Context: an optimization exercise on an open-source flow, tuned for small area and a short achievable clock period. The choices shown serve that exercise and are no tape-out recipe. In this exercise RTL edits were held to simulation tests only and were not proved equivalent to the original. Power and IR drop assume default switching activity.

==> flow/design.v <==
module RF(clk, rstn, we, wa, wd, ra1, ra2, rd1, rd2);
  input clk, rstn;
  input we;
  input [2:0] wa;
  input [15:0] wd;
  input [2:0] ra1, ra2;
  output [15:0] rd1, rd2;
  reg [15:0] r [0:7];
  reg [7:0] v;
  always @(posedge clk) begin
    if (we)
      r[wa] <= wd;
  end
  always @(posedge clk or negedge rstn) begin
    if (!rstn)
      v <= 8'd0;
    else if (we)
      v[wa] <= 1'b1;
  end
  wire [7:0] s1 = (8'd1 << ra1) & v;
  wire [7:0] s2 = (8'd1 << ra2) & v;
  reg [15:0] o1, o2;
  integer i;
  always @(*) begin
    o1 = 16'd0;
    o2 = 16'd0;
    for (i = 0; i < 8; i = i + 1) begin
      o1 = o1 | (r[i] & {16{s1[i]}});
      o2 = o2 | (r[i] & {16{s2[i]}});
    end
  end
  assign rd1 = o1;
  assign rd2 = o2;
endmodule
module mul16(a, b, x, y);
  input [15:0] a, b;
  output [31:0] x, y;
  wire t1 = a[0] & b[0];
  wire t2 = a[0] & b[1];
  wire t3 = a[0] & b[2];
  wire t4 = a[0] & b[3];
  wire t5 = a[0] & b[4];
  wire t6 = a[0] & b[5];
  wire t7 = a[0] & b[6];
  wire t8 = a[0] & b[7];
  wire t9 = a[0] & b[8];
  wire t10 = a[0] & b[9];
  wire t11 = a[0] & b[10];
  wire t12 = a[0] & b[11];
  wire t13 = a[0] & b[12];
  wire t14 = a[0] & b[13];
  wire t15 = a[0] & b[14];
  wire t16 = a[0] & b[15];
  wire t17 = a[1] & b[0];
  wire t18 = a[1] & b[1];
  wire t19 = a[1] & b[2];
  wire t20 = a[1] & b[3];
  wire t21 = a[1] & b[4];
  wire t22 = a[1] & b[5];
  wire t23 = a[1] & b[6];
  wire t24 = a[1] & b[7];
  wire t25 = a[1] & b[8];
  wire t26 = a[1] & b[9];
  wire t27 = a[1] & b[10];
  wire t28 = a[1] & b[11];
  wire t29 = a[1] & b[12];
  wire t30 = a[1] & b[13];
  wire t31 = a[1] & b[14];
  wire t32 = a[1] & b[15];
  wire t33 = a[2] & b[0];
  wire t34 = a[2] & b[1];
  wire t35 = a[2] & b[2];
  wire t36 = a[2] & b[3];
  wire t37 = a[2] & b[4];
  wire t38 = a[2] & b[5];
  wire t39 = a[2] & b[6];
  wire t40 = a[2] & b[7];
  wire t41 = a[2] & b[8];
  wire t42 = a[2] & b[9];
  wire t43 = a[2] & b[10];
  wire t44 = a[2] & b[11];
  wire t45 = a[2] & b[12];
  wire t46 = a[2] & b[13];
  wire t47 = a[2] & b[14];
  wire t48 = a[2] & b[15];
  wire t49 = a[3] & b[0];
  wire t50 = a[3] & b[1];
  wire t51 = a[3] & b[2];
  wire t52 = a[3] & b[3];
  wire t53 = a[3] & b[4];
  wire t54 = a[3] & b[5];
  wire t55 = a[3] & b[6];
  wire t56 = a[3] & b[7];
  wire t57 = a[3] & b[8];
  wire t58 = a[3] & b[9];
  wire t59 = a[3] & b[10];
  wire t60 = a[3] & b[11];
  wire t61 = a[3] & b[12];
  wire t62 = a[3] & b[13];
  wire t63 = a[3] & b[14];
  wire t64 = a[3] & b[15];
  wire t65 = a[4] & b[0];
  wire t66 = a[4] & b[1];
  wire t67 = a[4] & b[2];
  wire t68 = a[4] & b[3];
  wire t69 = a[4] & b[4];
  wire t70 = a[4] & b[5];
  wire t71 = a[4] & b[6];
  wire t72 = a[4] & b[7];
  wire t73 = a[4] & b[8];
  wire t74 = a[4] & b[9];
  wire t75 = a[4] & b[10];
  wire t76 = a[4] & b[11];
  wire t77 = a[4] & b[12];
  wire t78 = a[4] & b[13];
  wire t79 = a[4] & b[14];
  wire t80 = a[4] & b[15];
  wire t81 = a[5] & b[0];
  wire t82 = a[5] & b[1];
  wire t83 = a[5] & b[2];
  wire t84 = a[5] & b[3];
  wire t85 = a[5] & b[4];
  wire t86 = a[5] & b[5];
  wire t87 = a[5] & b[6];
  wire t88 = a[5] & b[7];
  wire t89 = a[5] & b[8];
  wire t90 = a[5] & b[9];
  wire t91 = a[5] & b[10];
  wire t92 = a[5] & b[11];
  wire t93 = a[5] & b[12];
  wire t94 = a[5] & b[13];
  wire t95 = a[5] & b[14];
  wire t96 = a[5] & b[15];
  wire t97 = a[6] & b[0];
  wire t98 = a[6] & b[1];
  wire t99 = a[6] & b[2];
  wire t100 = a[6] & b[3];
  wire t101 = a[6] & b[4];
  wire t102 = a[6] & b[5];
  wire t103 = a[6] & b[6];
  wire t104 = a[6] & b[7];
  wire t105 = a[6] & b[8];
  wire t106 = a[6] & b[9];
  wire t107 = a[6] & b[10];
  wire t108 = a[6] & b[11];
  wire t109 = a[6] & b[12];
  wire t110 = a[6] & b[13];
  wire t111 = a[6] & b[14];
  wire t112 = a[6] & b[15];
  wire t113 = a[7] & b[0];
  wire t114 = a[7] & b[1];
  wire t115 = a[7] & b[2];
  wire t116 = a[7] & b[3];
  wire t117 = a[7] & b[4];
  wire t118 = a[7] & b[5];
  wire t119 = a[7] & b[6];
  wire t120 = a[7] & b[7];
  wire t121 = a[7] & b[8];
  wire t122 = a[7] & b[9];
  wire t123 = a[7] & b[10];
  wire t124 = a[7] & b[11];
  wire t125 = a[7] & b[12];
  wire t126 = a[7] & b[13];
  wire t127 = a[7] & b[14];
  wire t128 = a[7] & b[15];
  wire t129 = a[8] & b[0];
  wire t130 = a[8] & b[1];
  wire t131 = a[8] & b[2];
  wire t132 = a[8] & b[3];
  wire t133 = a[8] & b[4];
  wire t134 = a[8] & b[5];
  wire t135 = a[8] & b[6];
  wire t136 = a[8] & b[7];
  wire t137 = a[8] & b[8];
  wire t138 = a[8] & b[9];
  wire t139 = a[8] & b[10];
  wire t140 = a[8] & b[11];
  wire t141 = a[8] & b[12];
  wire t142 = a[8] & b[13];
  wire t143 = a[8] & b[14];
  wire t144 = a[8] & b[15];
  wire t145 = a[9] & b[0];
  wire t146 = a[9] & b[1];
  wire t147 = a[9] & b[2];
  wire t148 = a[9] & b[3];
  wire t149 = a[9] & b[4];
  wire t150 = a[9] & b[5];
  wire t151 = a[9] & b[6];
  wire t152 = a[9] & b[7];
  wire t153 = a[9] & b[8];
  wire t154 = a[9] & b[9];
  wire t155 = a[9] & b[10];
  wire t156 = a[9] & b[11];
  wire t157 = a[9] & b[12];
  wire t158 = a[9] & b[13];
  wire t159 = a[9] & b[14];
  wire t160 = a[9] & b[15];
  wire t161 = a[10] & b[0];
  wire t162 = a[10] & b[1];
  wire t163 = a[10] & b[2];
  wire t164 = a[10] & b[3];
  wire t165 = a[10] & b[4];
  wire t166 = a[10] & b[5];
  wire t167 = a[10] & b[6];
  wire t168 = a[10] & b[7];
  wire t169 = a[10] & b[8];
  wire t170 = a[10] & b[9];
  wire t171 = a[10] & b[10];
  wire t172 = a[10] & b[11];
  wire t173 = a[10] & b[12];
  wire t174 = a[10] & b[13];
  wire t175 = a[10] & b[14];
  wire t176 = a[10] & b[15];
  wire t177 = a[11] & b[0];
  wire t178 = a[11] & b[1];
  wire t179 = a[11] & b[2];
  wire t180 = a[11] & b[3];
  wire t181 = a[11] & b[4];
  wire t182 = a[11] & b[5];
  wire t183 = a[11] & b[6];
  wire t184 = a[11] & b[7];
  wire t185 = a[11] & b[8];
  wire t186 = a[11] & b[9];
  wire t187 = a[11] & b[10];
  wire t188 = a[11] & b[11];
  wire t189 = a[11] & b[12];
  wire t190 = a[11] & b[13];
  wire t191 = a[11] & b[14];
  wire t192 = a[11] & b[15];
  wire t193 = a[12] & b[0];
  wire t194 = a[12] & b[1];
  wire t195 = a[12] & b[2];
  wire t196 = a[12] & b[3];
  wire t197 = a[12] & b[4];
  wire t198 = a[12] & b[5];
  wire t199 = a[12] & b[6];
  wire t200 = a[12] & b[7];
  wire t201 = a[12] & b[8];
  wire t202 = a[12] & b[9];
  wire t203 = a[12] & b[10];
  wire t204 = a[12] & b[11];
  wire t205 = a[12] & b[12];
  wire t206 = a[12] & b[13];
  wire t207 = a[12] & b[14];
  wire t208 = a[12] & b[15];
  wire t209 = a[13] & b[0];
  wire t210 = a[13] & b[1];
  wire t211 = a[13] & b[2];
  wire t212 = a[13] & b[3];
  wire t213 = a[13] & b[4];
  wire t214 = a[13] & b[5];
  wire t215 = a[13] & b[6];
  wire t216 = a[13] & b[7];
  wire t217 = a[13] & b[8];
  wire t218 = a[13] & b[9];
  wire t219 = a[13] & b[10];
  wire t220 = a[13] & b[11];
  wire t221 = a[13] & b[12];
  wire t222 = a[13] & b[13];
  wire t223 = a[13] & b[14];
  wire t224 = a[13] & b[15];
  wire t225 = a[14] & b[0];
  wire t226 = a[14] & b[1];
  wire t227 = a[14] & b[2];
  wire t228 = a[14] & b[3];
  wire t229 = a[14] & b[4];
  wire t230 = a[14] & b[5];
  wire t231 = a[14] & b[6];
  wire t232 = a[14] & b[7];
  wire t233 = a[14] & b[8];
  wire t234 = a[14] & b[9];
  wire t235 = a[14] & b[10];
  wire t236 = a[14] & b[11];
  wire t237 = a[14] & b[12];
  wire t238 = a[14] & b[13];
  wire t239 = a[14] & b[14];
  wire t240 = a[14] & b[15];
  wire t241 = a[15] & b[0];
  wire t242 = a[15] & b[1];
  wire t243 = a[15] & b[2];
  wire t244 = a[15] & b[3];
  wire t245 = a[15] & b[4];
  wire t246 = a[15] & b[5];
  wire t247 = a[15] & b[6];
  wire t248 = a[15] & b[7];
  wire t249 = a[15] & b[8];
  wire t250 = a[15] & b[9];
  wire t251 = a[15] & b[10];
  wire t252 = a[15] & b[11];
  wire t253 = a[15] & b[12];
  wire t254 = a[15] & b[13];
  wire t255 = a[15] & b[14];
  wire t256 = a[15] & b[15];
  wire t257 = t14 ^ t29;
  wire t258 = t14 & t29;
  wire t259 = t15 ^ t30 ^ t45;
  wire t260 = ((t15 ^ t30) ? t45 : t15);
  wire t261 = t60 ^ t75;
  wire t262 = t60 & t75;
  wire t263 = t16 ^ t31 ^ t46;
  wire t264 = ((t16 ^ t31) ? t46 : t16);
  wire t265 = t61 ^ t76 ^ t91;
  wire t266 = ((t61 ^ t76) ? t91 : t61);
  wire t267 = t106 ^ t121;
  wire t268 = t106 & t121;
  wire t269 = t32 ^ t47 ^ t62;
  wire t270 = (t32 & t47) | (t32 & t62) | (t47 & t62);
  wire t271 = t77 ^ t92 ^ t107;
  wire t272 = (t77 & t92) | (t77 & t107) | (t92 & t107);
  wire t273 = t122 ^ t137;
  wire t274 = t122 & t137;
  wire t275 = t48 ^ t63 ^ t78;
  wire t276 = (t48 & t63) | (t48 & t78) | (t63 & t78);
  wire t277 = t93 ^ t108 ^ t123;
  wire t278 = (t93 & t108) | (t93 & t123) | (t108 & t123);
  wire t279 = t64 ^ t79 ^ t94;
  wire t280 = (t64 & t79) | (t64 & t94) | (t79 & t94);
  wire t281 = t10 ^ t25;
  wire t282 = t10 & t25;
  wire t283 = t11 ^ t26 ^ t41;
  wire t284 = ((t11 ^ t26) ? t41 : t11);
  wire t285 = t56 ^ t71;
  wire t286 = t56 & t71;
  wire t287 = t12 ^ t27 ^ t42;
  wire t288 = ((t12 ^ t27) ? t42 : t12);
  wire t289 = t57 ^ t72 ^ t87;
  wire t290 = ((t57 ^ t72) ? t87 : t57);
  wire t291 = t102 ^ t117;
  wire t292 = t102 & t117;
  wire t293 = t13 ^ t28 ^ t43;
  wire t294 = ((t13 ^ t28) ? t43 : t13);
  wire t295 = t58 ^ t73 ^ t88;
  wire t296 = ((t58 ^ t73) ? t88 : t58);
  wire t297 = t103 ^ t118 ^ t133;
  wire t298 = ((t103 ^ t118) ? t133 : t103);
  wire t299 = t148 ^ t163;
  wire t300 = t148 & t163;
  wire t301 = t257 ^ t44 ^ t59;
  wire t302 = ((t257 ^ t44) ? t59 : t257);
  wire t303 = t74 ^ t89 ^ t104;
  wire t304 = ((t74 ^ t89) ? t104 : t74);
  wire t305 = t119 ^ t134 ^ t149;
  wire t306 = ((t119 ^ t134) ? t149 : t119);
  wire t307 = t164 ^ t179 ^ t194;
  wire t308 = ((t164 ^ t179) ? t194 : t164);
  wire t309 = t258 ^ t259 ^ t261;
  wire t310 = ((t258 ^ t259) ? t261 : t258);
  wire t311 = t90 ^ t105 ^ t120;
  wire t312 = ((t90 ^ t105) ? t120 : t90);
  wire t313 = t135 ^ t150 ^ t165;
  wire t314 = ((t135 ^ t150) ? t165 : t135);
  wire t315 = t180 ^ t195 ^ t210;
  wire t316 = ((t180 ^ t195) ? t210 : t180);
  wire t317 = t260 ^ t262 ^ t263;
  wire t318 = ((t260 ^ t262) ? t263 : t260);
  wire t319 = t265 ^ t267 ^ t136;
  wire t320 = ((t265 ^ t267) ? t136 : t265);
  wire t321 = t151 ^ t166 ^ t181;
  wire t322 = ((t151 ^ t166) ? t181 : t151);
  wire t323 = t196 ^ t211 ^ t226;
  wire t324 = ((t196 ^ t211) ? t226 : t196);
  wire t325 = t264 ^ t266 ^ t268;
  wire t326 = (t264 & t266) | (t264 & t268) | (t266 & t268);
  wire t327 = t269 ^ t271 ^ t273;
  wire t328 = (t269 & t271) | (t269 & t273) | (t271 & t273);
  wire t329 = t152 ^ t167 ^ t182;
  wire t330 = (t152 & t167) | (t152 & t182) | (t167 & t182);
  wire t331 = t197 ^ t212 ^ t227;
  wire t332 = (t197 & t212) | (t197 & t227) | (t212 & t227);
  wire t333 = t270 ^ t272 ^ t274;
  wire t334 = (t270 & t272) | (t270 & t274) | (t272 & t274);
  wire t335 = t275 ^ t277 ^ t138;
  wire t336 = (t275 & t277) | (t275 & t138) | (t277 & t138);
  wire t337 = t153 ^ t168 ^ t183;
  wire t338 = (t153 & t168) | (t153 & t183) | (t168 & t183);
  wire t339 = t198 ^ t213 ^ t228;
  wire t340 = (t198 & t213) | (t198 & t228) | (t213 & t228);
  wire t341 = t276 ^ t278 ^ t279;
  wire t342 = (t276 & t278) | (t276 & t279) | (t278 & t279);
  wire t343 = t109 ^ t124 ^ t139;
  wire t344 = (t109 & t124) | (t109 & t139) | (t124 & t139);
  wire t345 = t154 ^ t169 ^ t184;
  wire t346 = (t154 & t169) | (t154 & t184) | (t169 & t184);
  wire t347 = t199 ^ t214 ^ t229;
  wire t348 = (t199 & t214) | (t199 & t229) | (t214 & t229);
  wire t349 = t280 ^ t80 ^ t95;
  wire t350 = (t280 & t80) | (t280 & t95) | (t80 & t95);
  wire t351 = t110 ^ t125 ^ t140;
  wire t352 = (t110 & t125) | (t110 & t140) | (t125 & t140);
  wire t353 = t155 ^ t170 ^ t185;
  wire t354 = (t155 & t170) | (t155 & t185) | (t170 & t185);
  wire t355 = t200 ^ t215 ^ t230;
  wire t356 = (t200 & t215) | (t200 & t230) | (t215 & t230);
  wire t357 = t96 ^ t111 ^ t126;
  wire t358 = (t96 & t111) | (t96 & t126) | (t111 & t126);
  wire t359 = t141 ^ t156 ^ t171;
  wire t360 = (t141 & t156) | (t141 & t171) | (t156 & t171);
  wire t361 = t186 ^ t201 ^ t216;
  wire t362 = (t186 & t201) | (t186 & t216) | (t201 & t216);
  wire t363 = t112 ^ t127 ^ t142;
  wire t364 = (t112 & t127) | (t112 & t142) | (t127 & t142);
  wire t365 = t157 ^ t172 ^ t187;
  wire t366 = (t157 & t172) | (t157 & t187) | (t172 & t187);
  wire t367 = t128 ^ t143 ^ t158;
  wire t368 = (t128 & t143) | (t128 & t158) | (t143 & t158);
  wire t369 = t7 ^ t22;
  wire t370 = t7 & t22;
  wire t371 = t8 ^ t23 ^ t38;
  wire t372 = ((t8 ^ t23) ? t38 : t8);
  wire t373 = t53 ^ t68;
  wire t374 = t53 & t68;
  wire t375 = t9 ^ t24 ^ t39;
  wire t376 = ((t9 ^ t24) ? t39 : t9);
  wire t377 = t54 ^ t69 ^ t84;
  wire t378 = ((t54 ^ t69) ? t84 : t54);
  wire t379 = t99 ^ t114;
  wire t380 = t99 & t114;
  wire t381 = t281 ^ t40 ^ t55;
  wire t382 = ((t281 ^ t40) ? t55 : t281);
  wire t383 = t70 ^ t85 ^ t100;
  wire t384 = ((t70 ^ t85) ? t100 : t70);
  wire t385 = t115 ^ t130 ^ t145;
  wire t386 = ((t115 ^ t130) ? t145 : t115);
  wire t387 = t282 ^ t283 ^ t285;
  wire t388 = ((t282 ^ t283) ? t285 : t282);
  wire t389 = t86 ^ t101 ^ t116;
  wire t390 = ((t86 ^ t101) ? t116 : t86);
  wire t391 = t131 ^ t146 ^ t161;
  wire t392 = ((t131 ^ t146) ? t161 : t131);
  wire t393 = t284 ^ t286 ^ t287;
  wire t394 = ((t284 ^ t286) ? t287 : t284);
  wire t395 = t289 ^ t291 ^ t132;
  wire t396 = ((t289 ^ t291) ? t132 : t289);
  wire t397 = t147 ^ t162 ^ t177;
  wire t398 = ((t147 ^ t162) ? t177 : t147);
  wire t399 = t288 ^ t290 ^ t292;
  wire t400 = ((t288 ^ t290) ? t292 : t288);
  wire t401 = t293 ^ t295 ^ t297;
  wire t402 = ((t293 ^ t295) ? t297 : t293);
  wire t403 = t299 ^ t178 ^ t193;
  wire t404 = ((t299 ^ t178) ? t193 : t299);
  wire t405 = t294 ^ t296 ^ t298;
  wire t406 = ((t294 ^ t296) ? t298 : t294);
  wire t407 = t300 ^ t301 ^ t303;
  wire t408 = ((t300 ^ t301) ? t303 : t300);
  wire t409 = t305 ^ t307 ^ t209;
  wire t410 = ((t305 ^ t307) ? t209 : t305);
  wire t411 = t302 ^ t304 ^ t306;
  wire t412 = ((t302 ^ t304) ? t306 : t302);
  wire t413 = t308 ^ t309 ^ t311;
  wire t414 = ((t308 ^ t309) ? t311 : t308);
  wire t415 = t313 ^ t315 ^ t225;
  wire t416 = ((t313 ^ t315) ? t225 : t313);
  wire t417 = t310 ^ t312 ^ t314;
  wire t418 = ((t310 ^ t312) ? t314 : t310);
  wire t419 = t316 ^ t317 ^ t319;
  wire t420 = ((t316 ^ t317) ? t319 : t316);
  wire t421 = t321 ^ t323 ^ t241;
  wire t422 = ((t321 ^ t323) ? t241 : t321);
  wire t423 = t318 ^ t320 ^ t322;
  wire t424 = (t318 & t320) | (t318 & t322) | (t320 & t322);
  wire t425 = t324 ^ t325 ^ t327;
  wire t426 = (t324 & t325) | (t324 & t327) | (t325 & t327);
  wire t427 = t329 ^ t331 ^ t242;
  wire t428 = (t329 & t331) | (t329 & t242) | (t331 & t242);
  wire t429 = t326 ^ t328 ^ t330;
  wire t430 = (t326 & t328) | (t326 & t330) | (t328 & t330);
  wire t431 = t332 ^ t333 ^ t335;
  wire t432 = (t332 & t333) | (t332 & t335) | (t333 & t335);
  wire t433 = t337 ^ t339 ^ t243;
  wire t434 = (t337 & t339) | (t337 & t243) | (t339 & t243);
  wire t435 = t334 ^ t336 ^ t338;
  wire t436 = (t334 & t336) | (t334 & t338) | (t336 & t338);
  wire t437 = t340 ^ t341 ^ t343;
  wire t438 = (t340 & t341) | (t340 & t343) | (t341 & t343);
  wire t439 = t345 ^ t347 ^ t244;
  wire t440 = (t345 & t347) | (t345 & t244) | (t347 & t244);
  wire t441 = t342 ^ t344 ^ t346;
  wire t442 = (t342 & t344) | (t342 & t346) | (t344 & t346);
  wire t443 = t348 ^ t349 ^ t351;
  wire t444 = (t348 & t349) | (t348 & t351) | (t349 & t351);
  wire t445 = t353 ^ t355 ^ t245;
  wire t446 = (t353 & t355) | (t353 & t245) | (t355 & t245);
  wire t447 = t350 ^ t352 ^ t354;
  wire t448 = (t350 & t352) | (t350 & t354) | (t352 & t354);
  wire t449 = t356 ^ t357 ^ t359;
  wire t450 = (t356 & t357) | (t356 & t359) | (t357 & t359);
  wire t451 = t361 ^ t231 ^ t246;
  wire t452 = (t361 & t231) | (t361 & t246) | (t231 & t246);
  wire t453 = t358 ^ t360 ^ t362;
  wire t454 = (t358 & t360) | (t358 & t362) | (t360 & t362);
  wire t455 = t363 ^ t365 ^ t202;
  wire t456 = (t363 & t365) | (t363 & t202) | (t365 & t202);
  wire t457 = t217 ^ t232 ^ t247;
  wire t458 = (t217 & t232) | (t217 & t247) | (t232 & t247);
  wire t459 = t364 ^ t366 ^ t367;
  wire t460 = (t364 & t366) | (t364 & t367) | (t366 & t367);
  wire t461 = t173 ^ t188 ^ t203;
  wire t462 = (t173 & t188) | (t173 & t203) | (t188 & t203);
  wire t463 = t218 ^ t233 ^ t248;
  wire t464 = (t218 & t233) | (t218 & t248) | (t233 & t248);
  wire t465 = t368 ^ t144 ^ t159;
  wire t466 = (t368 & t144) | (t368 & t159) | (t144 & t159);
  wire t467 = t174 ^ t189 ^ t204;
  wire t468 = (t174 & t189) | (t174 & t204) | (t189 & t204);
  wire t469 = t219 ^ t234 ^ t249;
  wire t470 = (t219 & t234) | (t219 & t249) | (t234 & t249);
  wire t471 = t160 ^ t175 ^ t190;
  wire t472 = (t160 & t175) | (t160 & t190) | (t175 & t190);
  wire t473 = t205 ^ t220 ^ t235;
  wire t474 = (t205 & t220) | (t205 & t235) | (t220 & t235);
  wire t475 = t176 ^ t191 ^ t206;
  wire t476 = (t176 & t191) | (t176 & t206) | (t191 & t206);
  wire t477 = t5 ^ t20;
  wire t478 = t5 & t20;
  wire t479 = t6 ^ t21 ^ t36;
  wire t480 = ((t6 ^ t21) ? t36 : t6);
  wire t481 = t51 ^ t66;
  wire t482 = t51 & t66;
  wire t483 = t369 ^ t37 ^ t52;
  wire t484 = ((t369 ^ t37) ? t52 : t369);
  wire t485 = t67 ^ t82 ^ t97;
  wire t486 = ((t67 ^ t82) ? t97 : t67);
  wire t487 = t370 ^ t371 ^ t373;
  wire t488 = ((t370 ^ t371) ? t373 : t370);
  wire t489 = t83 ^ t98 ^ t113;
  wire t490 = ((t83 ^ t98) ? t113 : t83);
  wire t491 = t372 ^ t374 ^ t375;
  wire t492 = ((t372 ^ t374) ? t375 : t372);
  wire t493 = t377 ^ t379 ^ t129;
  wire t494 = ((t377 ^ t379) ? t129 : t377);
  wire t495 = t376 ^ t378 ^ t380;
  wire t496 = ((t376 ^ t378) ? t380 : t376);
  wire t497 = t381 ^ t383 ^ t385;
  wire t498 = ((t381 ^ t383) ? t385 : t381);
  wire t499 = t382 ^ t384 ^ t386;
  wire t500 = ((t382 ^ t384) ? t386 : t382);
  wire t501 = t387 ^ t389 ^ t391;
  wire t502 = ((t387 ^ t389) ? t391 : t387);
  wire t503 = t388 ^ t390 ^ t392;
  wire t504 = ((t388 ^ t390) ? t392 : t388);
  wire t505 = t393 ^ t395 ^ t397;
  wire t506 = ((t393 ^ t395) ? t397 : t393);
  wire t507 = t394 ^ t396 ^ t398;
  wire t508 = ((t394 ^ t396) ? t398 : t394);
  wire t509 = t399 ^ t401 ^ t403;
  wire t510 = ((t399 ^ t401) ? t403 : t399);
  wire t511 = t400 ^ t402 ^ t404;
  wire t512 = ((t400 ^ t402) ? t404 : t400);
  wire t513 = t405 ^ t407 ^ t409;
  wire t514 = ((t405 ^ t407) ? t409 : t405);
  wire t515 = t406 ^ t408 ^ t410;
  wire t516 = ((t406 ^ t408) ? t410 : t406);
  wire t517 = t411 ^ t413 ^ t415;
  wire t518 = ((t411 ^ t413) ? t415 : t411);
  wire t519 = t412 ^ t414 ^ t416;
  wire t520 = ((t412 ^ t414) ? t416 : t412);
  wire t521 = t417 ^ t419 ^ t421;
  wire t522 = ((t417 ^ t419) ? t421 : t417);
  wire t523 = t418 ^ t420 ^ t422;
  wire t524 = (t418 & t420) | (t418 & t422) | (t420 & t422);
  wire t525 = t423 ^ t425 ^ t427;
  wire t526 = (t423 & t425) | (t423 & t427) | (t425 & t427);
  wire t527 = t424 ^ t426 ^ t428;
  wire t528 = (t424 & t426) | (t424 & t428) | (t426 & t428);
  wire t529 = t429 ^ t431 ^ t433;
  wire t530 = (t429 & t431) | (t429 & t433) | (t431 & t433);
  wire t531 = t430 ^ t432 ^ t434;
  wire t532 = (t430 & t432) | (t430 & t434) | (t432 & t434);
  wire t533 = t435 ^ t437 ^ t439;
  wire t534 = (t435 & t437) | (t435 & t439) | (t437 & t439);
  wire t535 = t436 ^ t438 ^ t440;
  wire t536 = (t436 & t438) | (t436 & t440) | (t438 & t440);
  wire t537 = t441 ^ t443 ^ t445;
  wire t538 = (t441 & t443) | (t441 & t445) | (t443 & t445);
  wire t539 = t442 ^ t444 ^ t446;
  wire t540 = (t442 & t444) | (t442 & t446) | (t444 & t446);
  wire t541 = t447 ^ t449 ^ t451;
  wire t542 = (t447 & t449) | (t447 & t451) | (t449 & t451);
  wire t543 = t448 ^ t450 ^ t452;
  wire t544 = (t448 & t450) | (t448 & t452) | (t450 & t452);
  wire t545 = t453 ^ t455 ^ t457;
  wire t546 = (t453 & t455) | (t453 & t457) | (t455 & t457);
  wire t547 = t454 ^ t456 ^ t458;
  wire t548 = (t454 & t456) | (t454 & t458) | (t456 & t458);
  wire t549 = t459 ^ t461 ^ t463;
  wire t550 = (t459 & t461) | (t459 & t463) | (t461 & t463);
  wire t551 = t460 ^ t462 ^ t464;
  wire t552 = (t460 & t462) | (t460 & t464) | (t462 & t464);
  wire t553 = t465 ^ t467 ^ t469;
  wire t554 = (t465 & t467) | (t465 & t469) | (t467 & t469);
  wire t555 = t466 ^ t468 ^ t470;
  wire t556 = (t466 & t468) | (t466 & t470) | (t468 & t470);
  wire t557 = t471 ^ t473 ^ t250;
  wire t558 = (t471 & t473) | (t471 & t250) | (t473 & t250);
  wire t559 = t472 ^ t474 ^ t475;
  wire t560 = (t472 & t474) | (t472 & t475) | (t474 & t475);
  wire t561 = t221 ^ t236 ^ t251;
  wire t562 = (t221 & t236) | (t221 & t251) | (t236 & t251);
  wire t563 = t476 ^ t192 ^ t207;
  wire t564 = (t476 & t192) | (t476 & t207) | (t192 & t207);
  wire t565 = t222 ^ t237 ^ t252;
  wire t566 = (t222 & t237) | (t222 & t252) | (t237 & t252);
  wire t567 = t208 ^ t223 ^ t238;
  wire t568 = (t208 & t223) | (t208 & t238) | (t223 & t238);
  wire t569 = t4 ^ t19;
  wire t570 = t4 & t19;
  wire t571 = t477 ^ t35 ^ t50;
  wire t572 = ((t477 ^ t35) ? t50 : t477);
  wire t573 = t478 ^ t479 ^ t481;
  wire t574 = ((t478 ^ t479) ? t481 : t478);
  wire t575 = t480 ^ t482 ^ t483;
  wire t576 = ((t480 ^ t482) ? t483 : t480);
  wire t577 = t484 ^ t486 ^ t487;
  wire t578 = ((t484 ^ t486) ? t487 : t484);
  wire t579 = t488 ^ t490 ^ t491;
  wire t580 = ((t488 ^ t490) ? t491 : t488);
  wire t581 = t492 ^ t494 ^ t495;
  wire t582 = ((t492 ^ t494) ? t495 : t492);
  wire t583 = t496 ^ t498 ^ t499;
  wire t584 = ((t496 ^ t498) ? t499 : t496);
  wire t585 = t500 ^ t502 ^ t503;
  wire t586 = ((t500 ^ t502) ? t503 : t500);
  wire t587 = t504 ^ t506 ^ t507;
  wire t588 = ((t504 ^ t506) ? t507 : t504);
  wire t589 = t508 ^ t510 ^ t511;
  wire t590 = ((t508 ^ t510) ? t511 : t508);
  wire t591 = t512 ^ t514 ^ t515;
  wire t592 = ((t512 ^ t514) ? t515 : t512);
  wire t593 = t516 ^ t518 ^ t519;
  wire t594 = ((t516 ^ t518) ? t519 : t516);
  wire t595 = t520 ^ t522 ^ t523;
  wire t596 = (t520 & t522) | (t520 & t523) | (t522 & t523);
  wire t597 = t524 ^ t526 ^ t527;
  wire t598 = (t524 & t526) | (t524 & t527) | (t526 & t527);
  wire t599 = t528 ^ t530 ^ t531;
  wire t600 = (t528 & t530) | (t528 & t531) | (t530 & t531);
  wire t601 = t532 ^ t534 ^ t535;
  wire t602 = (t532 & t534) | (t532 & t535) | (t534 & t535);
  wire t603 = t536 ^ t538 ^ t539;
  wire t604 = (t536 & t538) | (t536 & t539) | (t538 & t539);
  wire t605 = t540 ^ t542 ^ t543;
  wire t606 = (t540 & t542) | (t540 & t543) | (t542 & t543);
  wire t607 = t544 ^ t546 ^ t547;
  wire t608 = (t544 & t546) | (t544 & t547) | (t546 & t547);
  wire t609 = t548 ^ t550 ^ t551;
  wire t610 = (t548 & t550) | (t548 & t551) | (t550 & t551);
  wire t611 = t552 ^ t554 ^ t555;
  wire t612 = (t552 & t554) | (t552 & t555) | (t554 & t555);
  wire t613 = t556 ^ t558 ^ t559;
  wire t614 = (t556 & t558) | (t556 & t559) | (t558 & t559);
  wire t615 = t560 ^ t562 ^ t563;
  wire t616 = (t560 & t562) | (t560 & t563) | (t562 & t563);
  wire t617 = t564 ^ t566 ^ t567;
  wire t618 = (t564 & t566) | (t564 & t567) | (t566 & t567);
  wire t619 = t568 ^ t224 ^ t239;
  wire t620 = (t568 & t224) | (t568 & t239) | (t224 & t239);
  wire t621 = t3 ^ t18;
  wire t622 = t3 & t18;
  wire t623 = t569 ^ t34 ^ t49;
  wire t624 = ((t569 ^ t34) ? t49 : t569);
  wire t625 = t570 ^ t571 ^ t65;
  wire t626 = ((t570 ^ t571) ? t65 : t570);
  wire t627 = t572 ^ t573 ^ t81;
  wire t628 = ((t572 ^ t573) ? t81 : t572);
  wire t629 = t574 ^ t575 ^ t485;
  wire t630 = ((t574 ^ t575) ? t485 : t574);
  wire t631 = t576 ^ t577 ^ t489;
  wire t632 = ((t576 ^ t577) ? t489 : t576);
  wire t633 = t578 ^ t579 ^ t493;
  wire t634 = ((t578 ^ t579) ? t493 : t578);
  wire t635 = t580 ^ t581 ^ t497;
  wire t636 = ((t580 ^ t581) ? t497 : t580);
  wire t637 = t582 ^ t583 ^ t501;
  wire t638 = ((t582 ^ t583) ? t501 : t582);
  wire t639 = t584 ^ t585 ^ t505;
  wire t640 = ((t584 ^ t585) ? t505 : t584);
  wire t641 = t586 ^ t587 ^ t509;
  wire t642 = ((t586 ^ t587) ? t509 : t586);
  wire t643 = t588 ^ t589 ^ t513;
  wire t644 = ((t588 ^ t589) ? t513 : t588);
  wire t645 = t590 ^ t591 ^ t517;
  wire t646 = ((t590 ^ t591) ? t517 : t590);
  wire t647 = t592 ^ t593 ^ t521;
  wire t648 = ((t592 ^ t593) ? t521 : t592);
  wire t649 = t594 ^ t595 ^ t525;
  wire t650 = (t594 & t595) | (t594 & t525) | (t595 & t525);
  wire t651 = t596 ^ t597 ^ t529;
  wire t652 = (t596 & t597) | (t596 & t529) | (t597 & t529);
  wire t653 = t598 ^ t599 ^ t533;
  wire t654 = (t598 & t599) | (t598 & t533) | (t599 & t533);
  wire t655 = t600 ^ t601 ^ t537;
  wire t656 = (t600 & t601) | (t600 & t537) | (t601 & t537);
  wire t657 = t602 ^ t603 ^ t541;
  wire t658 = (t602 & t603) | (t602 & t541) | (t603 & t541);
  wire t659 = t604 ^ t605 ^ t545;
  wire t660 = (t604 & t605) | (t604 & t545) | (t605 & t545);
  wire t661 = t606 ^ t607 ^ t549;
  wire t662 = (t606 & t607) | (t606 & t549) | (t607 & t549);
  wire t663 = t608 ^ t609 ^ t553;
  wire t664 = (t608 & t609) | (t608 & t553) | (t609 & t553);
  wire t665 = t610 ^ t611 ^ t557;
  wire t666 = (t610 & t611) | (t610 & t557) | (t611 & t557);
  wire t667 = t612 ^ t613 ^ t561;
  wire t668 = (t612 & t613) | (t612 & t561) | (t613 & t561);
  wire t669 = t614 ^ t615 ^ t565;
  wire t670 = (t614 & t615) | (t614 & t565) | (t615 & t565);
  wire t671 = t616 ^ t617 ^ t253;
  wire t672 = (t616 & t617) | (t616 & t253) | (t617 & t253);
  wire t673 = t618 ^ t619 ^ t254;
  wire t674 = (t618 & t619) | (t618 & t254) | (t619 & t254);
  wire t675 = t620 ^ t240 ^ t255;
  wire t676 = (t620 & t240) | (t620 & t255) | (t240 & t255);
  assign x = {1'b0, t676, t674, t672, t670, t668, t666, t664, t662, t660, t658, t656, t654, t652, t650, t648, t646, t644, t642, t640, t638, t636, t634, t632, t630, t628, t626, t624, t622, t621, t2, t1};
  assign y = {1'b0, t256, t675, t673, t671, t669, t667, t665, t663, t661, t659, t657, t655, t653, t651, t649, t647, t645, t643, t641, t639, t637, t635, t633, t631, t629, t627, t625, t623, t33, t17, 1'b0};
endmodule
module CL_02(clk, rstn, imem_addr, imem_data, dmem_addr, dmem_wdata, dmem_we, dmem_re, dmem_rdata, wb_en, wb_rd, wb_data);
  input clk, rstn;
  input [15:0] imem_data;
  input [15:0] dmem_rdata;
  output [7:0] imem_addr;
  output [15:0] dmem_addr, dmem_wdata;
  output dmem_we, dmem_re;
  output wb_en;
  output [2:0] wb_rd;
  output [15:0] wb_data;
  reg [7:0]  pc;
  reg [15:0] ir;
  reg [15:0] opa, opb;
  reg [15:0] lo, hi;
  reg        hl_v;
  wire [3:0] op = ir[3:0];
  wire [2:0] rd = ir[6:4];
  wire [5:0] imm = ir[15:10];
  wire [2:0] sh = ir[15:13];
  wire is_lw   = (op == 4'b0111);
  wire is_sw   = (op == 4'b1000);
  wire is_b    = (op == 4'b1001);
  wire is_mul  = (op == 4'b1010);
  wire use_imm = (op == 4'b0101) || is_lw || is_sw;
  wire use_mul = is_mul || (op == 4'b0001);
  wire [15:0] addb = use_imm ? {10'd0, imm} : opb;
  wire [31:0] mx, my;
  mul16 u_mul(.a(opa), .b(opb), .x(mx), .y(my));
  wire [15:0] ca = use_mul ? mx[15:0] : opa;
  wire [15:0] cb = use_mul ? my[15:0] : addb;
  wire [16:0] cs = ca + cb;
  wire [15:0] sum = cs[15:0];
  wire [16:0] ph = {mx[31:16], 1'b1} + {my[31:16], cs[16]};
  wire [15:0] prod_hi = ph[16:1];
  reg [15:0] res;
  always @(*) begin
    case (op)
      4'b0010: res = opa >> sh;
      4'b0011: res = opa | opb;
      4'b0100: res = opa & opb;
      4'b0110: res = {10'd0, imm};
      4'b0111: res = dmem_rdata;
      4'b1011: res = lo & {16{hl_v}};
      4'b1100: res = hi & {16{hl_v}};
      default: res = sum;
    endcase
  end
  assign wb_en      = !(is_sw || is_b);
  assign wb_rd      = rd;
  assign wb_data    = res;
  assign dmem_addr  = sum;
  assign dmem_wdata = opb;
  assign dmem_we    = is_sw;
  assign dmem_re    = is_lw;
  assign imem_addr  = pc;
  wire n_sw = (imem_data[3:0] == 4'b1000);
  wire [2:0] ra1 = imem_data[9:7];
  wire [2:0] ra2 = n_sw ? imem_data[6:4] : imem_data[12:10];
  wire [15:0] rf_d1, rf_d2;
  RF u_rf(.clk(clk), .rstn(rstn), .we(wb_en), .wa(rd), .wd(res),
          .ra1(ra1), .ra2(ra2), .rd1(rf_d1), .rd2(rf_d2));
  wire fwd1 = wb_en && (rd == ra1);
  wire fwd2 = wb_en && (rd == ra2);
  wire [15:0] a_next = fwd1 ? res : rf_d1;
  wire n_sll = (imem_data[3:0] == 4'b0001);
  wire [15:0] b_next = n_sll ? (16'd1 << imem_data[15:13]) : fwd2 ? res : rf_d2;
  always @(posedge clk or negedge rstn) begin
    if (!rstn) begin
      pc         <= 8'd0;
      ir[3:0]    <= 4'b0110;
      ir[6:4]    <= 3'd0;
      ir[15:10]  <= 6'd0;
    end else begin
      pc         <= is_b ? ir[11:4] : pc + 8'd1;
      ir[3:0]    <= imem_data[3:0];
      ir[6:4]    <= imem_data[6:4];
      ir[15:10]  <= imem_data[15:10];
    end
  end
  always @(posedge clk) begin
    ir[9:7] <= imem_data[9:7];
    opa     <= a_next;
    opb     <= b_next;
  end
  always @(posedge clk) begin
    if (is_mul) begin
      lo <= sum;
      hi <= prod_hi;
    end
  end
  always @(posedge clk or negedge rstn) begin
    if (!rstn)
      hl_v <= 1'b0;
    else if (is_mul)
      hl_v <= 1'b1;
  end
endmodule
==> flow/flow/run.sh <==
#!/bin/bash
# The standard layout (standard.sh: ORFS synthesis through finish), with
# the input and output ports buffered by buf_1 cells instead of the default
# delay buffers.  The ORFS logs stay under orfs/logs; make's own output goes
# to standard.log.
set -o pipefail
bash standard.sh finish BUFFER_PORTS_ARGS="-buffer_cell sky130_fd_sc_hd__buf_1" > standard.log 2>&1
==> flow/standard.sh <==
#!/bin/bash
# synth_recipe.tcl (not shown) runs the flow's synth.tcl, then flattens the netlist and writes it again
# the make line also repeats each setting of config.mk as NAME=value (left out here)
make -C /OpenROAD-flow-scripts/flow DESIGN_CONFIG=/design/flow/config.mk WORK_HOME=/design/flow/orfs CLKGATE_MAP_FILE= SYNTH_SCRIPT=/design/flow/synth_recipe.tcl "${@:-finish}"
==> flow/config.mk <==
export PLATFORM = sky130hd
export DESIGN_NAME = CL_02
export DESIGN_NICKNAME = CL_02
export VERILOG_FILES = /design/flow/design.v
export SDC_FILE = /design/flow/constraint.sdc
export NUM_CORES = 4
export LEC_CHECK = 0
export CAP_MARGIN = 20
export CORE_MARGIN = 2
export CORE_UTILIZATION = 55
export PLACE_DENSITY = 0.75
export SETUP_SLACK_MARGIN = 3.5
export SLEW_MARGIN = 20
==> flow/constraint.sdc <==
create_clock -name core_clock -period 11.0 [get_ports {clk}]
set_input_delay 2.2000 -clock core_clock [delete_from_list [all_inputs] [get_ports {clk}]]
set_output_delay 2.2000 -clock core_clock [all_outputs]
set_load 0.01 [all_outputs]
==> results of run 1 <==
-- cell type report --
class	instances	share of cell area
sequential	225	0.3048
clock inverter	15	0.008064
timing repair buffer	144	0.03699
tap	448	0.02716
inverter	142	0.02601
antenna	1	0.0001213
multi-input combinational	1454	0.5684
clock buffer	26	0.02844
-- sequential cells by signal (all words and copies together) (netlist names) --
| name | count |
|---|---|
| pc | 8 |
| u_rf.r | 128 |
| u_rf.v | 8 |
| opa | 16 |
| ir | 16 |
| opb | 16 |
| hi | 16 |
| lo | 16 |
| hl_v | 1 |
-- how the worst max path moves through the flow --
| stage | from | endpoint | depth (start not counted) |
|---|---|---|---|
| final | ir[3] | wb_data[11] | 18 |
| after global routing | opb[6] | wb_data[11] | 18 |
| after CTS | ir[0] | wb_data[11] | 18 |
| after detailed placement | ir[0] | wb_data[10] | 18 |
| after global placement | ir[0] | wb_data[10] | 18 |
| after floorplan | ir[0] | wb_data[12] | 17 |
-- power breakdown --
group	internal, mW	switching [mW]
registers	1.25	0.127
clock network	0.440	0.340
logic	1.77	2.77
total	3.46	3.24
-- repair_timing --
action                                  in CTS  in global routing
gates resized for setup                     20                 35
pin swaps                                    0                  5
endpoints found under the setup margin      11                 12
endpoints found under the hold margin        0                  0
buffers inserted                             0                  3
-- synthesized netlist by cell type (all sizes together), types with 15 or more instances --
cell type / instances
nor2: 90
o21ai: 91
nand3: 23
edfxtp: 160
a21o: 33
buf: 32
dfxtp: 35
a221oi: 40
dfrtp: 28
fa: 106
inv: 140
a21oi: 75
a31oi: 26
mux2: 15
and2: 94
xor2: 56
mux2i: 42
nand2: 250
xnor2: 150
maj3: 60
clkbuf: 111
a22oi: 57
ha: 50
a22o: 39
-- per-stage QoR --
| stage | setup slack (ns) | total power, mW | hold slack, ns | util |
|---|---|---|---|---|
| 2_1_floorplan | 4.443 | 4.532 | 0.4096 | - |
| 3_3_place_gp | 3.506 | 5.648 | 0.4195 | 0.5834 |
| 3_5_place_dp | 3.537 | 5.685 | 0.4204 | 0.5834 |
| 4_1_cts | 3.483 | 6.553 | 0.4369 | 0.6076 |
| 5_1_grt | 3.435 | 7.188 | 0.4705 | 0.6123 |
| 6_report | 3.660 | 6.700 | 0.4353 | 0.6123 |
-- worst min-delay path: stages (launching register included) --
cell,delay (ns)
dfxtp_1,0.31
nand2_1,0.04
o21ai_0,0.06
-- kinds of logic after synthesis --
group | synth area share
and+or+nand+nor | 0.1335
AOI/OAI and AO/OA | 0.1569
buffers and inverters | 0.06045
DFF | 0.3308
adders and majority gates | 0.1780
xor gates and xnor gates | 0.1068
muxes | 0.03353
-- routing by layer --
| layer | track usage | share of wire | vias to the layer above |
|---|---|---|---|
| li1 | - | - | 6921 |
| met1 | 0.3885 | 0.37 | 7579 |
| met2 | 0.5456 | 0.48 | 871 |
| met3 | 0.04096 | 0.087 | 239 |
| met4 | 0.1655 | 0.055 | 0 |
| met5 | 0 | 0 | - |
==> flow_summary.ini, run 1 <==
[setup_path]
crit-reg2reg-capture = hi[13]
required_ns = 8.80
cp-start-kind = register
path_cells = nand2b_1 -> nor3_1 -> a21oi_1 -> buf_4 -> mux2i_1 -> a21oi_1 -> ha_1 -> a21o_1 -> a21o_1 -> a21oi_1 -> o21ai_0 -> a211oi_1 -> o21bai_1 -> a21oi_1 -> xnor2_2 -> o21bai_1 -> inv_1 -> buf_1
cp_slowest_cell = dfrtp_1
cp_num_buf_inv = 3
cp-end-kind = output pin
crit_type = register to output pin
cp_data_arrival_time_ns = 5.14
cpMostUsedCell = a21oi_1
path_max_fanout = 18
r2r_cells = 22
path_delay_family = compound AO/OA/AOI/OAI gates
r2r_start = opb[10]
cpPeakStageDelay_ns = 0.58
worst-r2r-setup-slack_ns = 3.99

[synthesis]
synth_area_leaders = edfxtp_1 (25%), fa_1 (11%), xnor2_1 (6.5%), nand2_1 (4.9%), dfrtp_1 (3.7%)
yosysTopAreaCell = edfxtp_1
syn_area_um2 = 18920
yosysWarnings = 2
yosysTopAreaCellShare = 0.2540
syn_area_per_cell_um2 = 9.632
synthDistinctLibCells = 80
synth_seq_cells = 225
synth.yosys.seq_area_share = 0.3308
async_flop_share = 0.1333
synth_edf_count = 160
syn_inst = 1964
ys.flop_type = edfxtp_1
synthesis.nets = 2154

[finish]
drive_gt1_frac = 0.09322
final_common_cell = nand2_1
multi_input_area_um2 = 11730
area_delta_synth_final_pct = 9.088
nets = 2180
seq_area_um2 = 6290
stdcell_area_um2 = 20640
layout_common_cells = nand2_1 (245), edfxtp_1 (160), inv_1 (135), xnor2_1 (135), fa_1 (106)
final_cells = 2455
fill_cells = 2818

[timing]
fin_crit_ns = 7.340
setup_tns_ns = 0
max_freq_mhz = 136.2
fin_crit_sh = 0.6673
setup_violations = 0
fin_skew_ns = 0.02341
final_hold_viol_count = 0
rsz0062_at_grt = true
relSlewSlack = 0.2716
tightest_slew_ns = 1.093
slew_violations = 0

[placement]
place_congestion = 0.9433
dp_cells = 2410
place_hpwl_mm = 38.58
io_buffers = 95
dpl-instance-area_um2 = 19660

[worst_hold_path]
holdPathEnd = pc[5]
hold_start = ir[9]
hold_path.class = register to register
min_path_cells = 2

[floorplanning]
coreArea_um2 = 33700
start_util = 0.5613
die_area_um2 = 35890
rows = 67
die_x_um = 189.5
die_y_um = 189.5
pin_count = 96

[clock_tree]
cts.clk_slew.worst_paths_ns = 0.07
cts.htree.levels = 1
clock_path_buffers = 3
cts_made_buffers = 23
cts-root-buf = clkbuf_16
cts_hold_buf = 0
cts_tree = done
cts_sinks = 225
insertion_delay_ns = 0.54

[route]
first_pass_iters = 7
initialDrtViolationCount = 1870
vias = 15610
remaining_drc_errors = 0
drt_wl_total_mm = 56.75
post_drt_wl_per_cell_um = 23.11
viasPerCell = 6.358
drtAntennaViolNets = 0

[global_routing]
grt.overflow.total = 0
grt_first_pass_wirelength_mm = 87.74
grt_max_degree = 53
grt_pass1_vias = 15710
grt_usage = 0.3163
grt_antenna_before_repair = 1

[job]
drv_cap = 0

[power]
ir_worst_vdd_mv = 0.2550
p_leak_nw = 7.873
power_density_nw_per_um2 = 324.7

[status]
outcome = finished clean
==> run 2: changes to the inputs <==
--- a/flow/config.mk
+++ b/flow/config.mk
@@ -10,4 +10,4 @@
 export CORE_UTILIZATION = 55
 export PLACE_DENSITY = 0.75
-export SETUP_SLACK_MARGIN = 3.5
+export SETUP_SLACK_MARGIN = 4
 export SLEW_MARGIN = 20
==> run 2 against run 1 <==
Net effect:
- still clean
- via count up 1.8%
- hold slack about the same
- power up 4.9%
- register-to-register slack better by 0.43 ns
- clock skew up 0.0052 ns
- cell count up 1.2%
- setup slack better by 0.38 ns
- critical path type unchanged
- largest cell class unchanged
- largest power group unchanged
==> flow_summary.ini, run 2 <==
[status]
outcome = finished clean

[finish]
seq_area_um2 = 6321
layout_common_cells = nand2_1 (245), edfxtp_1 (160), inv_1 (133), xnor2_1 (130), fa_1 (106)
drive_gt1_frac = 0.1292
area_delta_synth_final_pct = 12.86
regMostFlops = u_rf.r
multi_input_area_um2 = 11950
final_common_cell = nand2_1
nets = 2210
largest_register_ffs = 128
fill_cells = 2716
postLayoutCoreUtil = 0.6335

[clock_tree]
cts.clk_slew.worst_paths_ns = 0.07
cts-root-buf = clkbuf_16
cts_sinks = 225
clock_path_buffers = 3
insertion_delay_ns = 0.54
cts.htree.levels = 1
cts_hold_buf = 0
cts_made_buffers = 23
cts_tree = done

[synthesis]
yosysTopAreaCell = edfxtp_1
async_flop_share = 0.1333
synthesis.nets = 2154
synth.yosys.seq_area_share = 0.3308
ys.flop_type = edfxtp_1
synth.most_common_cell = nand2_1
synth_edf_count = 160
synth_seq_cells = 225
syn_area_per_cell_um2 = 9.632
yosysWarnings = 2
yosysTopAreaCellShare = 0.2540
syn_area_um2 = 18920
syn_inst = 1964
synthDistinctLibCells = 80
yosys-top-cells-count = nand2_1 (245), edfxtp_1 (160), xnor2_1 (140)
synth_area_leaders = edfxtp_1 (25%), fa_1 (11%), xnor2_1 (6.5%), nand2_1 (4.9%), dfrtp_1 (3.7%)

[timing]
final_hold_viol_count = 0
slew_violations = 0
fin_crit_ns = 6.958
tightest_slew_ns = 1.101
fin_skew_ns = 0.02863
whs_ns = 0.4357
setup_violations = 0
max_freq_mhz = 143.7
setup_ws_ns = 4.042
setup_tns_ns = 0
rsz0062_at_grt = true
relSlewSlack = 0.2660
fin_crit_sh = 0.6326

[global_routing]
grt_first_pass_wirelength_mm = 88.91
grt.overflow.total = 0
grt_pass1_vias = 15860
grt_usage = 0.3214
grt_antenna_before_repair = 1
grt_max_degree = 53

[job]
drv_cap = 0

[setup_path]
required_ns = 8.80
path_delay_family = compound AO/OA/AOI/OAI gates
cp-end-kind = output pin
cp-startpoint = opb[5]
cp_data_arrival_time_ns = 4.76
r2r_start = opb[10]
path_cells = buf_12 -> and2_1 -> ha_1 -> a21oi_1 -> o21ai_1 -> inv_1 -> maj3_1 -> xnor3_1 -> a21o_1 -> ha_4 -> and3_1 -> a211oi_2 -> o21bai_1 -> a21oi_2 -> xnor2_2 -> o21bai_2 -> inv_2 -> buf_1
cp_slowest_cell = dfxtp_4
r2r_cells = 22
cp_num_buf_inv = 4
endpoint = wb_data[11]
cp-start-kind = register
worst-r2r-setup-slack_ns = 4.42
cpPeakStageDelay_ns = 0.38
path_max_fanout = 10
crit-reg2reg-capture = hi[15]
crit_type = register to output pin
cp.depth = 18

[power]
p_sw_frac = 0.4815
ir_worst_vdd_mv = 0.2857
netSwitchingPower_mw = 3.384
comb_power_share = 0.691
power_density_nw_per_um2 = 329.1
p_leak_nw = 8.187
seq_power_share = 0.198
internal_power_mw = 3.643
clockPowerShare = 0.111
power.total_mw = 7.027

[route]
drtAntennaViolNets = 0
remaining_drc_errors = 0
drt_wl_total_mm = 59.29
first_pass_iters = 6
vias = 15890
initialDrtViolationCount = 1863
viasPerCell = 6.395
post_drt_wl_per_cell_um = 23.86

[placement]
dp_slack_ns = 3.537
place_hpwl_mm = 38.58
place_congestion = 0.9433
io_buffers = 95

[floorplanning]
die_x_um = 189.5
rows = 67
pin_count = 96
coreArea_um2 = 33700
die_y_um = 189.5
die_area_um2 = 35890
start_util = 0.5613

[worst_hold_path]
hold_path.class = register to register
hold_start = ir[9]
==> run 2: cell counts after synthesis <==
Identical to the previous run, type by type.
==> run 2: worst min path at each step <==
stage / slack (ns) / depth (start not counted) / to
6_report: 0.44 / 2 / pc[5]
5_1_grt: 0.47 / 2 / pc[5]
4_1_cts: 0.44 / 2 / pc[5]
3_5_place_dp: 0.42 / 2 / pc[5]
3_3_place_gp: 0.42 / 2 / pc[3]
2_1_floorplan: 0.41 / 2 / pc[3]
==> run 2: layout make-up <==
class / instances / share of cell area
diodes: 1 / 0.0001172
multi-input cells: 1454 / 0.5598
clock inverters: 15 / 0.007794
clock buffers: 26 / 0.02748
inverters: 142 / 0.02520
repair buffers: 174 / 0.05725
well taps: 448 / 0.02625
flip-flops and latches: 225 / 0.2961
==> run 2: per-stage QoR <==
step | instances | instance area [um2]
floorplan | 1964 | 18920
global placement | 2410 | 19660
detailed placement | 2410 | 19660
CTS | 2464 | 20860
global route | 2484 | 21350
finish | 2485 | 21350
==> run 2: power by group through the flow <==
| stage | clock network, mW | registers [mW] | logic [mW] |
|---|---|---|---|
| 2_1_floorplan | 0 | 1.33 | 3.20 |
| 3_3_place_gp | 0 | 1.38 | 4.27 |
| 3_5_place_dp | 0 | 1.38 | 4.30 |
| 4_1_cts | 0.786 | 1.37 | 4.53 |
| 5_1_grt | 0.812 | 1.40 | 5.29 |
| 6_report | 0.780 | 1.39 | 4.86 |
==> run 2: routing by layer <==
| metal | wire (um) | vias up | global-route usage |
|---|---|---|---|
| li1 | - | 6993 | - |
| met1 | 21520 | 7667 | 0.3894 |
| met2 | 28720 | 983 | 0.5575 |
| met3 | 5781 | 248 | 0.04467 |
| met4 | 3278 | 0 | 0.1699 |
| met5 | 0 | - | 0 |
==> run 2: cell families after synthesis <==
logic type,synth area share
compound gates,0.1569
xor+xnor,0.1068
buf+inv,0.06045
flops,0.3308
fa+ha+maj,0.1780
mux,0.03353
simple gates,0.1335
==> run 2: worst register-to-register path, delay by kind of cell (launching register included) <==
kind | cells | cell delay [ns]
AOI/OAI and AO/OA | 9 | 1.87
DFF | 1 | 0.46
adders and majority gates | 7 | 3.34
buffers and inverters | 4 | 0.39
and+or+nand+nor | 2 | 0.25
==> run 2: what timing repair did <==
action	CTS	global route
pin swaps	13	29
endpoints found under the setup margin	24	15
setup buffers	12	15
gates resized for setup	88	67
cloned	1	5
==> run 3: changes to the inputs <==
==> flow/run.sh (new file) <==
#!/bin/bash
# synth_recipe.tcl (not shown) runs the flow's synth.tcl, then flattens the netlist and writes it again
# the make line also repeats each setting of config.mk as NAME=value (left out here)
make -C /OpenROAD-flow-scripts/flow DESIGN_CONFIG=/design/flow/config.mk WORK_HOME=/design/flow/orfs CLKGATE_MAP_FILE= SYNTH_SCRIPT=/design/flow/synth_recipe.tcl finish
--- a/flow/config.mk
+++ b/flow/config.mk
@@ -8,6 +8,5 @@
 export CAP_MARGIN = 20
 export CORE_MARGIN = 2
-export CORE_UTILIZATION = 55
-export PLACE_DENSITY = 0.75
+export CORE_UTILIZATION = 40
 export SETUP_SLACK_MARGIN = 4
 export SLEW_MARGIN = 20
removed: flow/flow/run.sh
removed: flow/standard.sh
==> run 3 against run 2 <==
Net effect:
- non-clock buffer count up 53
- synthesized cell count unchanged
- routed wire length up 14%
- flip-flop and latch count unchanged
- sequential power about the same
- via count up 1.9%
- critical path type unchanged
- critical path depth up 1
- first-iteration DRC count down 15%
- clock power up 2%
- register-to-register slack worse by 0.15 ns
- maximum frequency down 1.1%
==> flow_summary.ini, run 3 <==
[route]
viasPerCell = 6.002
vias = 16190
post_drt_wl_per_cell_um = 25.05
initialDrtViolationCount = 1586
remaining_drc_errors = 0
drtAntennaViolNets = 0
drt_wl_total_mm = 67.55
first_pass_iters = 6

[setup_path]
path_cells = buf_12 -> and2_1 -> ha_4 -> xnor2_2 -> xnor2_1 -> inv_1 -> maj3_1 -> maj3_1 -> o21ai_0 -> ha_2 -> o31ai_2 -> o21bai_2 -> buf_4 -> o31ai_4 -> mux2i_2 -> buf_4 -> nor2_2 -> inv_2 -> buf_2
worst-r2r-setup-slack_ns = 4.27
r2r_start = opa[2]
cpPeakStageDelay_ns = 0.40
cp_slowest_cell = maj3_1
cp-end-kind = output pin
path_max_fanout = 10
cp_data_arrival_time_ns = 4.83
crit_type = register to output pin
r2r_cells = 23
cp-start-kind = register
required_ns = 8.80
crit-reg2reg-capture = hi[15]

[floorplanning]
start_util = 0.4055
die_y_um = 221.5
coreArea_um2 = 46650
die_x_um = 221.5
die_area_um2 = 49050
pin_count = 96
rows = 79

[timing]
max_freq_mhz = 142.2
final_hold_viol_count = 0
fin_crit_ns = 7.034
fin_crit_sh = 0.6394
rsz0062_at_grt = true
setup_violations = 0
fin_skew_ns = 0.01771
setup_tns_ns = 0
tightest_slew_ns = 1.137
relSlewSlack = 0.2396
slew_violations = 0

[finish]
layout_common_cells = nand2_1 (245), edfxtp_1 (160), inv_1 (133), xnor2_1 (115), fa_1 (105)
final_common_cell = nand2_1
nets = 2264
regMostFlops = u_rf.r
largest_register_ffs = 128
diodes = 0
area_delta_synth_final_pct = 21.31
drive_gt1_frac = 0.1694

[global_routing]
grt_max_degree = 53
grt_pass1_vias = 16140
grt_first_pass_wirelength_mm = 100.3
grtUsageMet3 = 0.03532
grt_usage = 0.2695
use_met2 = 0.4632
grtUsageMet1 = 0.3215
grt_antenna_before_repair = 1
grt.overflow.total = 0
grt-busiest-layer = met2

[clock_tree]
cts_sinks = 225
cts_tree = done
cts_made_buffers = 23
clock_path_buffers = 3
cts_hold_buf = 0
cts.htree.levels = 1
cts-root-buf = clkbuf_16
cts.clk_slew.worst_paths_ns = 0.06
insertion_delay_ns = 0.54

[synthesis]
syn_area_per_cell_um2 = 9.632
synth_seq_cells = 225
yosysTopAreaCellShare = 0.2540
synthDistinctLibCells = 80
syn_area_um2 = 18920
ys.flop_type = edfxtp_1
async_flop_share = 0.1333
yosysWarnings = 2
synth.yosys.seq_area_share = 0.3308
syn_inst = 1964
synth_edf_count = 160
synthesis.nets = 2154
yosysTopAreaCell = edfxtp_1
synth.most_common_cell = nand2_1
synth_area_leaders = edfxtp_1 (25%), fa_1 (11%), xnor2_1 (6.5%), nand2_1 (4.9%), dfrtp_1 (3.7%)
yosys-top-cells-count = nand2_1 (245), edfxtp_1 (160), xnor2_1 (140)

[placement]
place_congestion = 0.9448
io_buffers = 95
place_hpwl_mm = 43.26

[worst_hold_path]
holdPathEnd = pc[5]
min_path_cells = 2
hold_path.class = register to register
hold_start = ir[9]

[job]
drv_cap = 0

[power]
power_density_nw_per_um2 = 333.9
p_leak_nw = 8.886
ir_worst_vdd_mv = 0.2610
power.total_mw = 7.661

[status]
outcome = finished clean
[run 3: cell counts after synthesis]
No cell type changed its count.
[run 3: what timing repair did]
| action | CTS | global route |
|---|---|---|
| resized for setup | 180 | 56 |
| hold endpoints to repair | 0 | 0 |
| pin swaps | 44 | 20 |
| setup endpoints to repair | 27 | 20 |
| setup buffers | 55 | 11 |
| gates cloned | 9 | 0 |
[run 3: how the worst max path moves through the flow]
stage,slack (ns),from,end
finish,3.97,opb[4],wb_data[15]
global route,3.81,opb[4],wb_data[12]
CTS,3.92,ir[0],wb_data[10]
detailed placement,3.02,ir[0],wb_data[10]
global placement,3.08,opa[3],wb_data[15]
floorplan,4.44,ir[0],wb_data[12]
[run 3: cell families (layout without fill, tap and decap cells)]
family	after synthesis	in the layout	synth area share
adders and majority gates	216	216	0.1780
AOI/OAI and AO/OA	433	433	0.1569
buffers and inverters	285	411	0.06045
and+or+nand+nor	534	534	0.1335
xor gates and xnor gates	212	212	0.1068
muxes	59	59	0.03353
DFF	225	225	0.3308
[run 3: stage by stage]
stage | std cells | setup WS, ns | hold WS (ns) | instance area, um2 | utilization
2_1_floorplan | 1964 | 4.443 | 0.4096 | 18920 | -
5_1_grt | 2697 | 3.809 | 0.4918 | 22950 | 0.4919
4_1_cts | 2686 | 3.921 | 0.4530 | 22630 | 0.4850
6_report | 2697 | 3.966 | 0.4451 | 22950 | 0.4919
3_3_place_gp | 2581 | 3.075 | 0.4170 | 20550 | 0.4404
3_5_place_dp | 2581 | 3.022 | 0.4379 | 20560 | 0.4406
[run 3: report_power, final]
| group | internal, mW | total [mW] | leakage (nW) | switching (mW) |
|---|---|---|---|---|
| combinational | 2.33 | 5.48 | 6.42 | 3.16 |
| clock | 0.460 | 0.794 | 0.363 | 0.334 |
| sequential | 1.26 | 1.38 | 2.10 | 0.124 |
| total | 4.05 | 7.66 | 8.89 | 3.62 |
[run 3: per-layer routing]
| metal | routed length, um | up-vias | part of all wire |
|---|---|---|---|
| met5 | 13 | - | 0.00019 |
| met1 | 25400 | 8097 | 0.38 |
| li1 | - | 7072 | - |
| met3 | 4920 | 204 | 0.073 |
| met2 | 32910 | 813 | 0.49 |
| met4 | 4302 | 2 | 0.064 |
[run 3: critical path: cells and delay by family, from the launching register on]
kind	cells	cell delay [ns]
fa+ha+maj	4	1.34
xor+xnor	2	0.39
compound gates	4	0.89
flops	1	0.38
simple gates	2	0.25
buf+inv	6	0.80
mux	1	0.25
[run 3: area by class of cell]
type,instances,area (um2)
Tap cell,607,759.5
Timing Repair Buffer,227,2370
Timing Repair inverter,1,5.005
Multi-Input combinational cell,1454,12200
Clock inverter,12,133.9
Clock buffer,29,608.1
Inverter,142,540.5
Fill cell,4282,23710
Sequential cell,225,6329

==> afterwards: timing with drivers on the ports <==
No port has a modelled driver above. Below, the same layouts with a new extraction and two added sets of constraints.
Step 1 (the two cells are an assumption about what drives the block):
set clk [get_ports {clk}]
set_driving_cell -lib_cell sky130_fd_sc_hd__clkbuf_16 $clk
set_driving_cell -lib_cell sky130_fd_sc_hd__buf_2 [delete_from_list [all_inputs] $clk]
Step 2 adds t to the input delays and takes it off the output delays; t is the mean of the earliest and latest rising clock arrival at the registers after step 1. Input paths then give back, and output paths get back, about the clock's delay inside the block.
Three values: ideal ports, drivers, drivers and shift; two values: the first two.
| run | shift t [ns] | slack for setup (ns) | clock arrival spread, ns |
|---|---|---|---|
| run 1 | 0.579 | 3.660 / 3.609 / 3.991 | 0.024 / 0.024 |
| run 2 | 0.579 | 4.042 / 3.992 / 4.421 | 0.029 / 0.029 |
| run 3 | 0.583 | 3.966 / 3.916 / 4.247 | 0.018 / 0.018 |
After both steps setup and hold are still met in every run listed.
